Context: an optimization exercise on an open-source flow, tuned for small area. The choices shown serve that exercise and are no tape-out recipe.
At most, simulation tests tie the RTL to the original design; equivalence was not proved.
Power figures rest on the tool's default switching activity, not on a simulated workload.

==> inputs of nickel <==
Design ds18b20_top, start of the top module:
module ds18b20_top(
   input              sys_clk  ,
   input              sys_rst_n,
   output     [5:0]   dig_sel  ,
   output     [7:0]   dig_seg  ,
   output             tx       ,
   input              dq_in    ,
   output             dq_out   ,
   output             dq_oe
);
==> module ds18b20_ctrl, before the edit <==
module ds18b20_ctrl(input clk, input rst_n, input [5:0] P, input trig, input dq_in,
                    output dq_out, output dq_oe, output [16:0] L, output SG,
                    output [16:0] A, output chg);
localparam S_IDLE=4'd0, S_RST=4'd1, S_PRES=4'd2, S_WR=4'd3, S_WAIT=4'd4,
           S_RST2=4'd5, S_PRES2=4'd6, S_WR2=4'd7, S_RD=4'd8;
localparam [15:0] CC44 = 16'b0100010011001100;
localparam [15:0] CCBE = 16'b1011111011001100;
reg [3:0] st;
reg [6:0] cu;            
reg [3:0] bn;            
reg       sf;            
wire tick   = P[5] & P[4] & ~P[3] & ~P[1] & ~P[0];               
wire is_rd  = st[3];
wire is_wr  = st[1] & st[0];
wire is_rp  = st[1] ^ st[0];
wire is_pr  = st[1] & ~st[0];
wire is_wt  = st[2] & ~st[1] & ~st[0];
wire is_id  = ~st[3] & ~st[2] & ~st[1] & ~st[0];
wire c124 = &cu[6:2];                                
wire c74  = cu[6] & cu[3] & cu[1];                   
wire c64  = cu[6];                                   
wire is_lg  = is_rp | is_wt;                         
wire end_q  = is_lg & c124;                          
wire end_lg = end_q & bn[3] & bn[2] & (bn[1] | ~is_wt);    
wire end_slot = (is_wr & c74) | (is_rd & c64);
wire end_cu = is_id | end_lg | end_slot;
wire adv = end_cu & (~(is_wr | is_rd) | (bn == 4'd15));
always @(posedge clk or negedge rst_n) begin
    if (!rst_n) begin
        st <= S_IDLE; bn <= 4'd0;
    end else if (tick) begin
        if (is_pr & end_lg & ~sf) st <= S_IDLE;
        else if (is_rd & adv)     st <= S_IDLE;
        else if (adv)             st <= st + 4'd1;
        if (end_slot | end_q) bn <= bn + {1'b0, end_q & ~is_wt, end_q & is_wt, end_slot};
    end
end
always @(posedge clk)
    if (tick) cu <= (end_cu | end_q) ? 7'd0 : cu + 7'd1;
always @(posedge clk)
    if (tick & ~bn[3] & ~bn[2] & ~cu[5] & ~cu[4] & ~cu[3] & ~cu[0]) sf <= ~dq_in;    
wire lo1 = (cu[6:1] == 6'd0);                        
wire hi  = cu[6] | (&cu[5:0]);                       
wire cbit = st[2] ? CCBE[bn] : CC44[bn];
assign dq_oe  = (is_rp & ~st[1]) | is_wt |
                (is_wr & ~hi & (lo1 | ~cbit)) |
                (is_rd & (cu[6:2] == 5'd0) & ~(cu[1] & cu[0]));
assign dq_out = is_wt;
wire last = is_rd & (bn == 4'd15);
temp_conv u_conv (.clk(clk), .rst_n(rst_n), .dq_in(dq_in), .trig(trig),
  .shift(tick & is_rd & (cu[5:0] == 6'd14) & ~(bn[3] & (bn[2] | (bn[1] & bn[0])) & ~(&bn))),
  .clr(last & ~(cu[6] | cu[5] | cu[4])), .cnt(last & (cu[6] | cu[5] | cu[4])),
  .up_l(last & cu[6] & ~P[5] & ~P[3] & ~P[2] & ~P[0]),       
  .up_s(last & (&cu[5:0]) & ~P[4] & ~P[3] & ~P[1] & ~P[0]),    
  .L(L), .SG(SG), .A(A), .chg(chg));
endmodule
==> module uart_tx, before the edit <==
module uart_tx(input clk, input rst_n, input [16:0] L, input SG, input [16:0] A, input chg,
               output trig, output tx);
reg [5:0] slot;           
reg [3:0] ub;             
reg [8:0] cb;             
wire [16:0] V = chg ? A : L;      
wire ub10     = (ub == 4'd10);
wire lastslot = &slot;
wire cb_end   = ub10 ? (lastslot ? (&cb[6:0])                                              
                                 : (cb[7] & cb[6] & cb[5] & cb[4] & cb[2] & cb[1] & cb[0]))   
                     : (~cb[8] & cb[6] & cb[5] & cb[4] & cb[3] & cb[1] & cb[0]);             
assign trig = cb_end & ub10 & lastslot;     
reg [5:0] nslot;
always @(*) begin
    casez (slot)
        6'b0?0100: nslot = slot[4] ? 6'd21 : (V[16] ? 6'd6 : 6'd7);
        6'b0?0101: nslot = V[16] ? 6'd22 : 6'd23;
        6'b0?1011: nslot = 6'd53 + slot[4] + V[16];
        6'b111111: nslot = {1'b0, SG, 4'd0};         
        default:   nslot = slot + 6'd1;
    endcase
end
always @(posedge clk or negedge rst_n) begin
    if (!rst_n) begin
        slot <= 6'd42; ub <= 4'd10; cb <= 9'd251;         
    end else if (cb_end) begin
        cb <= 9'd43;
        if (ub10) begin ub <= 4'd0; slot <= nslot; end
        else ub <= ub + 4'd1;
    end else cb <= {cb[7:0], cb[8] ^ cb[3]};
end
reg [7:0] byte_;
always @(*) begin
    case (slot[3:0])
        4'd0: byte_ = 8'h74;
        4'd1: byte_ = 8'h65;
        4'd2: byte_ = 8'h6D;
        4'd3: byte_ = 8'h70;
        4'd4: byte_ = 8'h3A;
        4'd5: byte_ = 8'h2D;
        4'd6: byte_ = 8'h31;
        4'd7: byte_ = {4'h3, V[15:12]};
        4'd8: byte_ = {4'h3, V[11:8]};
        4'd9: byte_ = 8'h2E;
        4'd10: byte_ = {4'h3, V[7:4]};
        default: byte_ = {4'h3, V[3:0]};
    endcase
end
wire [10:0] frame = {1'b1, ~^byte_, byte_, 1'b0};
assign tx = slot[5] | frame[ub];
endmodule
==> module ds18b20_top, before the edit <==
module ds18b20_top(
   input              sys_clk  ,
   input              sys_rst_n,
   output     [5:0]   dig_sel  ,
   output     [7:0]   dig_seg  ,
   output             tx       ,
   input              dq_in    ,
   output             dq_out   ,
   output             dq_oe
);
wire [5:0]  P;
wire        rot, recent, trig;
wire [16:0] L;
wire        SG;
wire [16:0] A;
wire        chg;
timebase u_tb (.clk(sys_clk), .rst_n(sys_rst_n), .P(P), .rot(rot), .recent(recent));
ds18b20_ctrl u_ctrl (.clk(sys_clk), .rst_n(sys_rst_n), .P(P), .trig(trig), .dq_in(dq_in),
                     .dq_out(dq_out), .dq_oe(dq_oe), .L(L), .SG(SG), .A(A), .chg(chg));
seg_driver u_seg (.clk(sys_clk), .rst_n(sys_rst_n), .rot(rot), .recent(recent), .L(L), .SG(SG),
                  .dig_sel(dig_sel), .dig_seg(dig_seg));
uart_tx u_uart (.clk(sys_clk), .rst_n(sys_rst_n), .L(L), .SG(SG), .A(A), .chg(chg),
                .trig(trig), .tx(tx));
endmodule
==> module timebase, before the edit <==
module timebase(input clk, input rst_n, output reg [5:0] P, output rot, output recent);
reg [4:0] K;
wire p_end = ~P[4] & ~P[3] & ~P[2] & P[0];               
wire k18   = ~K[4] & ~K[1] & K[0];                       
wire k19   = ~K[2] & K[1] & ~K[0];                       
assign rot    = p_end & k18;                             
assign recent = k19 & ~P[5] & P[3] & P[2] & P[1] & P[0];    
always @(posedge clk or negedge rst_n) begin
    if (!rst_n) begin
        P <= 6'd15; K <= 5'd21;
    end else begin
        P <= p_end ? 6'd15 : {P[4:0], P[5] ^ P[0]};
        if (p_end) K <= k19 ? 5'd11 : {K[3:0], K[4] ^ K[1]};
    end
end
endmodule
Settings: LEC_CHECK=0, CAP_MARGIN=20, CORE_MARGIN=2, CORE_UTILIZATION=70, CTS_BUF_LIST=sky130_fd_sc_hd__clkbuf_8, SLEW_MARGIN=20; clock period 130.0 ns.
standard.sh (not shown) runs the stock make flow with config.mk's settings and CLKGATE_MAP_FILE= SYNTH_SCRIPT=/design/flow/synth_recipe.tcl, a recipe that flattens the netlist after the stock synthesis.
==> flow/flow/run.sh <==
#!/bin/bash
# Layout flow: the standard flow (standard.sh) with three changes that only make
# the layout smaller:
#  - synthesis maps the logic with an area-oriented ABC script (my_synth.tcl, area.abc);
#  - ports are buffered with the smallest buffer, sky130_fd_sc_hd__buf_1;
#  - clock tree synthesis inserts no dummy loads.
set -euo pipefail
W=$PWD
export MY_WORK=$W
export MY_ABC_SCRIPT=$W/flow/area.abc
export CTS_ARGS="-sink_clustering_enable -repair_clock_nets -buf_list sky130_fd_sc_hd__clkbuf_8 -dont_use_dummy_load"
export BUFFER_PORTS_ARGS="-buffer_cell sky130_fd_sc_hd__buf_1"
sed "s#SYNTH_SCRIPT=[^ ]*#SYNTH_SCRIPT=$W/flow/my_synth.tcl#" standard.sh > my_standard.sh
bash my_standard.sh > flow.log 2>&1
==> flow/flow/area.abc <==
strash
&get -n
&fraig -x
&put
scorr
dc2
strash
&get -n
&syn4
&deepsyn -T 60
&put
dch -f
amap -m -F 4 -A 8
==> flow/flow/my_synth.tcl <==
# The standard flow's synthesis script, unchanged, with its final technology mapping done by an
# area-oriented ABC script (flow/area.abc) instead of ORFS's speed script. ABC only
# remaps the combinational logic, so the registers are those of the standard synthesis.
proc abc {args} {
  set i [lsearch -exact $args -script]
  if {$i >= 0} { lset args [expr {$i + 1}] $::env(MY_ABC_SCRIPT) }
  yosys abc {*}$args
}
source $::env(MY_WORK)/synth_recipe.tcl
==> maple: changes against nickel <==
--- a/flow/design.v
+++ b/flow/design.v
@@ -3,3 +3,3 @@
                     output [16:0] A, output chg);
-localparam S_IDLE=4'd0, S_RST=4'd1, S_PRES=4'd2, S_WR=4'd3, S_WAIT=4'd4,
+localparam S_IDLE=4'd0, S_RST=4'd1, S_PRES=4'd2, S_WR=4'd3, S_WAIT=4'd4, S_WAIT_B=4'd12,
            S_RST2=4'd5, S_PRES2=4'd6, S_WR2=4'd7, S_RD=4'd8;
@@ -8,3 +8,3 @@
 reg [3:0] st;
-reg [6:0] cu;            
+reg [8:0] cu;            
 reg [3:0] bn;            
@@ -12,3 +12,3 @@
 wire tick   = P[5] & P[4] & ~P[3] & ~P[1] & ~P[0];               
-wire is_rd  = st[3];
+wire is_rd  = st[3] & ~st[2];
 wire is_wr  = st[1] & st[0];
@@ -16,12 +16,9 @@
 wire is_pr  = st[1] & ~st[0];
-wire is_wt  = st[2] & ~st[1] & ~st[0];
+wire is_wt  = st[2] & ~st[1] & ~st[0];                  
 wire is_id  = ~st[3] & ~st[2] & ~st[1] & ~st[0];
-wire c124 = &cu[6:2];                                
+wire c499 = &cu[8:4] & cu[1] & cu[0];                
 wire c74  = cu[6] & cu[3] & cu[1];                   
 wire c64  = cu[6];                                   
-wire is_lg  = is_rp | is_wt;                         
-wire end_q  = is_lg & c124;                          
-wire end_lg = end_q & bn[3] & bn[2] & (bn[1] | ~is_wt);    
 wire end_slot = (is_wr & c74) | (is_rd & c64);
-wire end_cu = is_id | end_lg | end_slot;
+wire end_cu = is_id | ((is_rp | is_wt) & c499) | end_slot;
 wire adv = end_cu & (~(is_wr | is_rd) | (bn == 4'd15));
@@ -31,6 +28,7 @@
     end else if (tick) begin
-        if (is_pr & end_lg & ~sf) st <= S_IDLE;
+        if (is_pr & c499 & ~sf)   st <= S_IDLE;
         else if (is_rd & adv)     st <= S_IDLE;
+        else if (adv & is_wt)     st <= st[3] ? S_RST2 : S_WAIT_B;
         else if (adv)             st <= st + 4'd1;
-        if (end_slot | end_q) bn <= bn + {1'b0, end_q & ~is_wt, end_q & is_wt, end_slot};
+        if (end_slot) bn <= bn + 4'd1;
     end
@@ -38,5 +36,5 @@
 always @(posedge clk)
-    if (tick) cu <= (end_cu | end_q) ? 7'd0 : cu + 7'd1;
-always @(posedge clk)
-    if (tick & ~bn[3] & ~bn[2] & ~cu[5] & ~cu[4] & ~cu[3] & ~cu[0]) sf <= ~dq_in;    
+    if (tick) cu <= end_cu ? 9'd0 : cu + 9'd1;
+always @(posedge clk)
+    if (tick & ~cu[8] & ~cu[7] & ~cu[5] & ~cu[4] & ~cu[3] & ~cu[0]) sf <= ~dq_in;    
 wire lo1 = (cu[6:1] == 6'd0);                        
@@ -156,2 +154,3 @@
 reg [8:0] cb;             
+reg       ssg;            
 wire [16:0] V = chg ? A : L;      
@@ -163,2 +162,4 @@
 assign trig = cb_end & ub10 & lastslot;     
+always @(posedge clk)
+    if (trig) ssg <= SG;
 reg [5:0] nslot;
@@ -166,6 +167,5 @@
     casez (slot)
-        6'b0?0100: nslot = slot[4] ? 6'd21 : (V[16] ? 6'd6 : 6'd7);
-        6'b0?0101: nslot = V[16] ? 6'd22 : 6'd23;
-        6'b0?1011: nslot = 6'd53 + slot[4] + V[16];
-        6'b111111: nslot = {1'b0, SG, 4'd0};         
+        6'b0?0100: nslot = ssg ? 6'd5 : (V[16] ? 6'd6 : 6'd7);
+        6'b0?0101: nslot = V[16] ? 6'd6 : 6'd7;
+        6'b0?1011: nslot = 6'd53 + ssg + V[16];
         default:   nslot = slot + 6'd1;
==> raven: changes against nickel <==
--- a/flow/design.v
+++ b/flow/design.v
@@ -3,3 +3,3 @@
                     output [16:0] A, output chg);
-localparam S_IDLE=4'd0, S_RST=4'd1, S_PRES=4'd2, S_WR=4'd3, S_WAIT=4'd4,
+localparam S_IDLE=4'd0, S_RST=4'd1, S_PRES=4'd2, S_WR=4'd3, S_WAIT=4'd4, S_WAIT_B=4'd12,
            S_RST2=4'd5, S_PRES2=4'd6, S_WR2=4'd7, S_RD=4'd8;
@@ -8,3 +8,3 @@
 reg [3:0] st;
-reg [6:0] cu;            
+reg [8:0] cu;            
 reg [3:0] bn;            
@@ -12,3 +12,3 @@
 wire tick   = P[5] & P[4] & ~P[3] & ~P[1] & ~P[0];               
-wire is_rd  = st[3];
+wire is_rd  = st[3] & ~st[2];
 wire is_wr  = st[1] & st[0];
@@ -16,12 +16,9 @@
 wire is_pr  = st[1] & ~st[0];
-wire is_wt  = st[2] & ~st[1] & ~st[0];
+wire is_wt  = st[2] & ~st[1] & ~st[0];                  
 wire is_id  = ~st[3] & ~st[2] & ~st[1] & ~st[0];
-wire c124 = &cu[6:2];                                
+wire c499 = &cu[8:4] & cu[1] & cu[0];                
 wire c74  = cu[6] & cu[3] & cu[1];                   
 wire c64  = cu[6];                                   
-wire is_lg  = is_rp | is_wt;                         
-wire end_q  = is_lg & c124;                          
-wire end_lg = end_q & bn[3] & bn[2] & (bn[1] | ~is_wt);    
 wire end_slot = (is_wr & c74) | (is_rd & c64);
-wire end_cu = is_id | end_lg | end_slot;
+wire end_cu = is_id | ((is_rp | is_wt) & c499) | end_slot;
 wire adv = end_cu & (~(is_wr | is_rd) | (bn == 4'd15));
@@ -31,6 +28,7 @@
     end else if (tick) begin
-        if (is_pr & end_lg & ~sf) st <= S_IDLE;
+        if (is_pr & c499 & ~sf)   st <= S_IDLE;
         else if (is_rd & adv)     st <= S_IDLE;
+        else if (adv & is_wt)     st <= st[3] ? S_RST2 : S_WAIT_B;
         else if (adv)             st <= st + 4'd1;
-        if (end_slot | end_q) bn <= bn + {1'b0, end_q & ~is_wt, end_q & is_wt, end_slot};
+        if (end_slot) bn <= bn + 4'd1;
     end
@@ -38,5 +36,5 @@
 always @(posedge clk)
-    if (tick) cu <= (end_cu | end_q) ? 7'd0 : cu + 7'd1;
-always @(posedge clk)
-    if (tick & ~bn[3] & ~bn[2] & ~cu[5] & ~cu[4] & ~cu[3] & ~cu[0]) sf <= ~dq_in;    
+    if (tick) cu <= end_cu ? 9'd0 : cu + 9'd1;
+always @(posedge clk)
+    if (tick & ~cu[8] & ~cu[7] & ~cu[5] & ~cu[4] & ~cu[3] & ~cu[0]) sf <= ~dq_in;    
 wire lo1 = (cu[6:1] == 6'd0);                        
@@ -151,31 +149,33 @@
 endmodule
-module uart_tx(input clk, input rst_n, input [16:0] L, input SG, input [16:0] A, input chg,
-               output trig, output tx);
-reg [5:0] slot;           
+module uart_tx(input clk, input rst_n, input trig, input [16:0] L, input SG, input [16:0] A,
+               input chg, output tx);
+reg [3:0] slot;           
 reg [3:0] ub;             
 reg [8:0] cb;             
+reg       ssg;            
+always @(posedge clk)
+    if (trig) ssg <= SG;
 wire [16:0] V = chg ? A : L;      
-wire ub10     = (ub == 4'd10);
-wire lastslot = &slot;
-wire cb_end   = ub10 ? (lastslot ? (&cb[6:0])                                              
-                                 : (cb[7] & cb[6] & cb[5] & cb[4] & cb[2] & cb[1] & cb[0]))   
-                     : (~cb[8] & cb[6] & cb[5] & cb[4] & cb[3] & cb[1] & cb[0]);             
-assign trig = cb_end & ub10 & lastslot;     
-reg [5:0] nslot;
-always @(*) begin
-    casez (slot)
-        6'b0?0100: nslot = slot[4] ? 6'd21 : (V[16] ? 6'd6 : 6'd7);
-        6'b0?0101: nslot = V[16] ? 6'd22 : 6'd23;
-        6'b0?1011: nslot = 6'd53 + slot[4] + V[16];
-        6'b111111: nslot = {1'b0, SG, 4'd0};         
-        default:   nslot = slot + 6'd1;
-    endcase
-end
-always @(posedge clk or negedge rst_n) begin
-    if (!rst_n) begin
-        slot <= 6'd42; ub <= 4'd10; cb <= 9'd251;         
+wire cb_end = (ub == 4'd10) ? (~cb[8] & ~cb[7] & cb[5] & cb[4] & ~cb[3] & ~cb[1] & cb[0])    
+                            : (~cb[8] & ~cb[7] & ~cb[6] & cb[4] & cb[3] & ~cb[2] & ~cb[0]);   
+reg [3:0] nslot;
+always @(*) begin
+    case (slot)
+        4'd4:  nslot = ssg ? 4'd5 : (V[16] ? 4'd6 : 4'd7);
+        4'd5:  nslot = V[16] ? 4'd6 : 4'd7;
+        4'd11: nslot = 4'd15;
+        default: nslot = slot + 4'd1;
+    endcase
+end
+always @(posedge clk or negedge rst_n) begin
+    if (!rst_n)                                slot <= 4'd15;
+    else if (trig)                             slot <= 4'd0;
+    else if (slot != 4'd15 && cb_end && ub == 4'd10) slot <= nslot;
+end
+always @(posedge clk) begin
+    if (trig) begin
+        ub <= 4'd0; cb <= 9'd37;
     end else if (cb_end) begin
-        cb <= 9'd43;
-        if (ub10) begin ub <= 4'd0; slot <= nslot; end
-        else ub <= ub + 4'd1;
+        cb <= 9'd37;
+        ub <= (ub == 4'd10) ? 4'd0 : ub + 4'd1;
     end else cb <= {cb[7:0], cb[8] ^ cb[3]};
@@ -184,3 +184,3 @@
 always @(*) begin
-    case (slot[3:0])
+    case (slot)
         4'd0: byte_ = 8'h74;
@@ -200,3 +200,3 @@
 wire [10:0] frame = {1'b1, ~^byte_, byte_, 1'b0};
-assign tx = slot[5] | frame[ub];
+assign tx = (slot == 4'd15) | frame[ub];
 endmodule
@@ -213,3 +213,3 @@
 wire [5:0]  P;
-wire        rot, recent, trig;
+wire        k0, rot, started, trig;
 wire [16:0] L;
@@ -218,23 +218,30 @@
 wire        chg;
-timebase u_tb (.clk(sys_clk), .rst_n(sys_rst_n), .P(P), .rot(rot), .recent(recent));
+timebase u_tb (.clk(sys_clk), .rst_n(sys_rst_n), .P(P), .k0(k0), .rot(rot),
+               .started(started), .trig(trig));
 ds18b20_ctrl u_ctrl (.clk(sys_clk), .rst_n(sys_rst_n), .P(P), .trig(trig), .dq_in(dq_in),
                      .dq_out(dq_out), .dq_oe(dq_oe), .L(L), .SG(SG), .A(A), .chg(chg));
-seg_driver u_seg (.clk(sys_clk), .rst_n(sys_rst_n), .rot(rot), .recent(recent), .L(L), .SG(SG),
+seg_driver u_seg (.clk(sys_clk), .rst_n(sys_rst_n), .rot(rot),
+                  .recent(started & k0 & ~P[5] & P[3] & P[2] & P[1] & P[0]), .L(L), .SG(SG),
                   .dig_sel(dig_sel), .dig_seg(dig_seg));
-uart_tx u_uart (.clk(sys_clk), .rst_n(sys_rst_n), .L(L), .SG(SG), .A(A), .chg(chg),
-                .trig(trig), .tx(tx));
-endmodule
-module timebase(input clk, input rst_n, output reg [5:0] P, output rot, output recent);
+uart_tx u_uart (.clk(sys_clk), .rst_n(sys_rst_n), .trig(trig), .L(L), .SG(SG), .A(A),
+                .chg(chg), .tx(tx));
+endmodule
+module timebase(input clk, input rst_n, output reg [5:0] P, output k0, output rot,
+                output started, output trig);
 reg [4:0] K;
+reg [6:0] H;
 wire p_end = ~P[4] & ~P[3] & ~P[2] & P[0];               
-wire k18   = ~K[4] & ~K[1] & K[0];                       
-wire k19   = ~K[2] & K[1] & ~K[0];                       
-assign rot    = p_end & k18;                             
-assign recent = k19 & ~P[5] & P[3] & P[2] & P[1] & P[0];    
+wire k_end = ~K[4] & ~K[3] & ~K[0];                      
+wire h_end = H[6] & H[5] & ~H[4] & H[3] & H[0];          
+assign rot     = p_end & k_end;                          
+assign k0      = ~K[2] & K[1] & ~K[0];                   
+assign started = ~(H[6] & ~H[5] & H[4] & H[3] & ~H[2]);  
+assign trig    = h_end & k0 & ~P[5] & P[4] & P[3] & P[2] & P[1] & P[0];   
 always @(posedge clk or negedge rst_n) begin
     if (!rst_n) begin
-        P <= 6'd15; K <= 5'd21;
+        P <= 6'd15; K <= 5'd10; H <= 7'd89;
     end else begin
         P <= p_end ? 6'd15 : {P[4:0], P[5] ^ P[0]};
-        if (p_end) K <= k19 ? 5'd11 : {K[3:0], K[4] ^ K[1]};
+        if (p_end) K <= k_end ? 5'd10 : {K[3:0], K[4] ^ K[1]};
+        if (rot)   H <= h_end ? 7'd50 : {H[5:0], H[6] ^ H[0]};
     end
==> onyx: changes against nickel <==
--- a/flow/design.v
+++ b/flow/design.v
@@ -3,3 +3,3 @@
                     output [16:0] A, output chg);
-localparam S_IDLE=4'd0, S_RST=4'd1, S_PRES=4'd2, S_WR=4'd3, S_WAIT=4'd4,
+localparam S_IDLE=4'd0, S_RST=4'd1, S_PRES=4'd2, S_WR=4'd3, S_WAIT=4'd4, S_WAIT_B=4'd12,
            S_RST2=4'd5, S_PRES2=4'd6, S_WR2=4'd7, S_RD=4'd8;
@@ -12,3 +12,3 @@
 wire tick   = P[5] & P[4] & ~P[3] & ~P[1] & ~P[0];               
-wire is_rd  = st[3];
+wire is_rd  = st[3] & ~st[2];
 wire is_wr  = st[1] & st[0];
@@ -16,3 +16,3 @@
 wire is_pr  = st[1] & ~st[0];
-wire is_wt  = st[2] & ~st[1] & ~st[0];
+wire is_wt  = st[2] & ~st[1] & ~st[0];                  
 wire is_id  = ~st[3] & ~st[2] & ~st[1] & ~st[0];
@@ -23,3 +23,3 @@
 wire end_q  = is_lg & c124;                          
-wire end_lg = end_q & bn[3] & bn[2] & (bn[1] | ~is_wt);    
+wire end_lg = end_q & bn[3] & bn[2];                 
 wire end_slot = (is_wr & c74) | (is_rd & c64);
@@ -33,4 +33,5 @@
         else if (is_rd & adv)     st <= S_IDLE;
+        else if (adv & is_wt)     st <= st[3] ? S_RST2 : S_WAIT_B;
         else if (adv)             st <= st + 4'd1;
-        if (end_slot | end_q) bn <= bn + {1'b0, end_q & ~is_wt, end_q & is_wt, end_slot};
+        if (end_slot | end_q) bn <= bn + {1'b0, end_q, 1'b0, end_slot};
     end
@@ -156,2 +157,3 @@
 reg [8:0] cb;             
+reg       ssg;            
 wire [16:0] V = chg ? A : L;      
@@ -163,2 +165,4 @@
 assign trig = cb_end & ub10 & lastslot;     
+always @(posedge clk)
+    if (trig) ssg <= SG;
 reg [5:0] nslot;
@@ -166,6 +170,5 @@
     casez (slot)
-        6'b0?0100: nslot = slot[4] ? 6'd21 : (V[16] ? 6'd6 : 6'd7);
-        6'b0?0101: nslot = V[16] ? 6'd22 : 6'd23;
-        6'b0?1011: nslot = 6'd53 + slot[4] + V[16];
-        6'b111111: nslot = {1'b0, SG, 4'd0};         
+        6'b0?0100: nslot = ssg ? 6'd5 : (V[16] ? 6'd6 : 6'd7);
+        6'b0?0101: nslot = V[16] ? 6'd6 : 6'd7;
+        6'b0?1011: nslot = 6'd53 + ssg + V[16];
         default:   nslot = slot + 6'd1;
==> qor summary <==
| quantity | onyx | raven | nickel | maple |
|---|---|---|---|---|
| Outcome | finished clean | finished clean | finished clean | finished clean |
| Overall power consumption | 48.0 uW | 50.5 uW | 47.8 uW | 48.7 uW |
| Final min period | 30.20 ns | 29.88 ns | 30.15 ns | 30.03 ns |
| Critical R2R Launch | u_ctrl.st[1] | u_ctrl.u_conv.acc[0] | u_ctrl.u_conv.acc[0] | u_ctrl.u_conv.acc[0] |
| First-pass GRT wire length | 22300 um | 22700 um | 23500 um | 23000 um |
| Flop+latch power | 31.8 uW | 34.0 uW | 31.5 uW | 32.5 uW |
| Final clock-cell share | 2.06% | 2.02% | 2.06% | 2.04% |
| Internal power contribution | 38.1 uW | 40.3 uW | 37.8 uW | 38.8 uW |
| Routed length on met2 | 6820 um | 6750 um | 6800 um | 7110 um |
| Horizontal extent of the die | 94.0 um | 94.8 um | 94.3 um | 94.5 um |
| Proportion of netlist area held by the largest area contributor | 17.7% | 16.0% | 17.5% | 17.4% |
| Synthesized netlist cell count | 664 | 680 | 684 | 674 |
| Non-filler cells, final | 793 | 815 | 811 | 805 |
| Fraction of synthesized area in multiplexers | 0% | 0.368% | 0% | 0% |
| Final clock skew | 0.0298 ns | 0.0311 ns | 0.0252 ns | 0.0267 ns |
| Drt wl/cell | 17.1 um | 16.8 um | 17.6 um | 17.3 um |
| Synthesized-area fraction occupied by ao, oa, aoi and oai cells | 24.5% | 24.4% | 24.6% | 24.4% |
For raven, only the layout was checked, not whether the RTL still works.

==> static timing again, ports no longer ideal <==
How much do the figures lean on ideal ports? The routed layouts below were timed once more, with nothing changed but the port constraints. Step 1 sets driving cells, clkbuf_16 on the clock port and buf_2 on the other inputs (assumed; they add their load-dependent delay and slew). Step 2 also shifts input and output timing later by t, the mid clock arrival at the registers, as if the neighbouring blocks saw the same clock. Slacks: ideal / step 1 / step 2; pairs: ideal / step 1.
run | shift t [ns] | slack for setup (ns) | worst register clock-pin slew, ns
nickel | 0.394 | 99.851 / 99.814 / 100.207 | 0.10 / 0.10
maple | 0.383 | 99.972 / 99.939 / 100.321 | 0.10 / 0.10
raven | 0.394 | 100.118 / 100.084 / 100.478 | 0.11 / 0.11
onyx | 0.392 | 99.801 / 99.772 / 100.164 | 0.10 / 0.10
After both steps setup and hold are still met in every run listed.
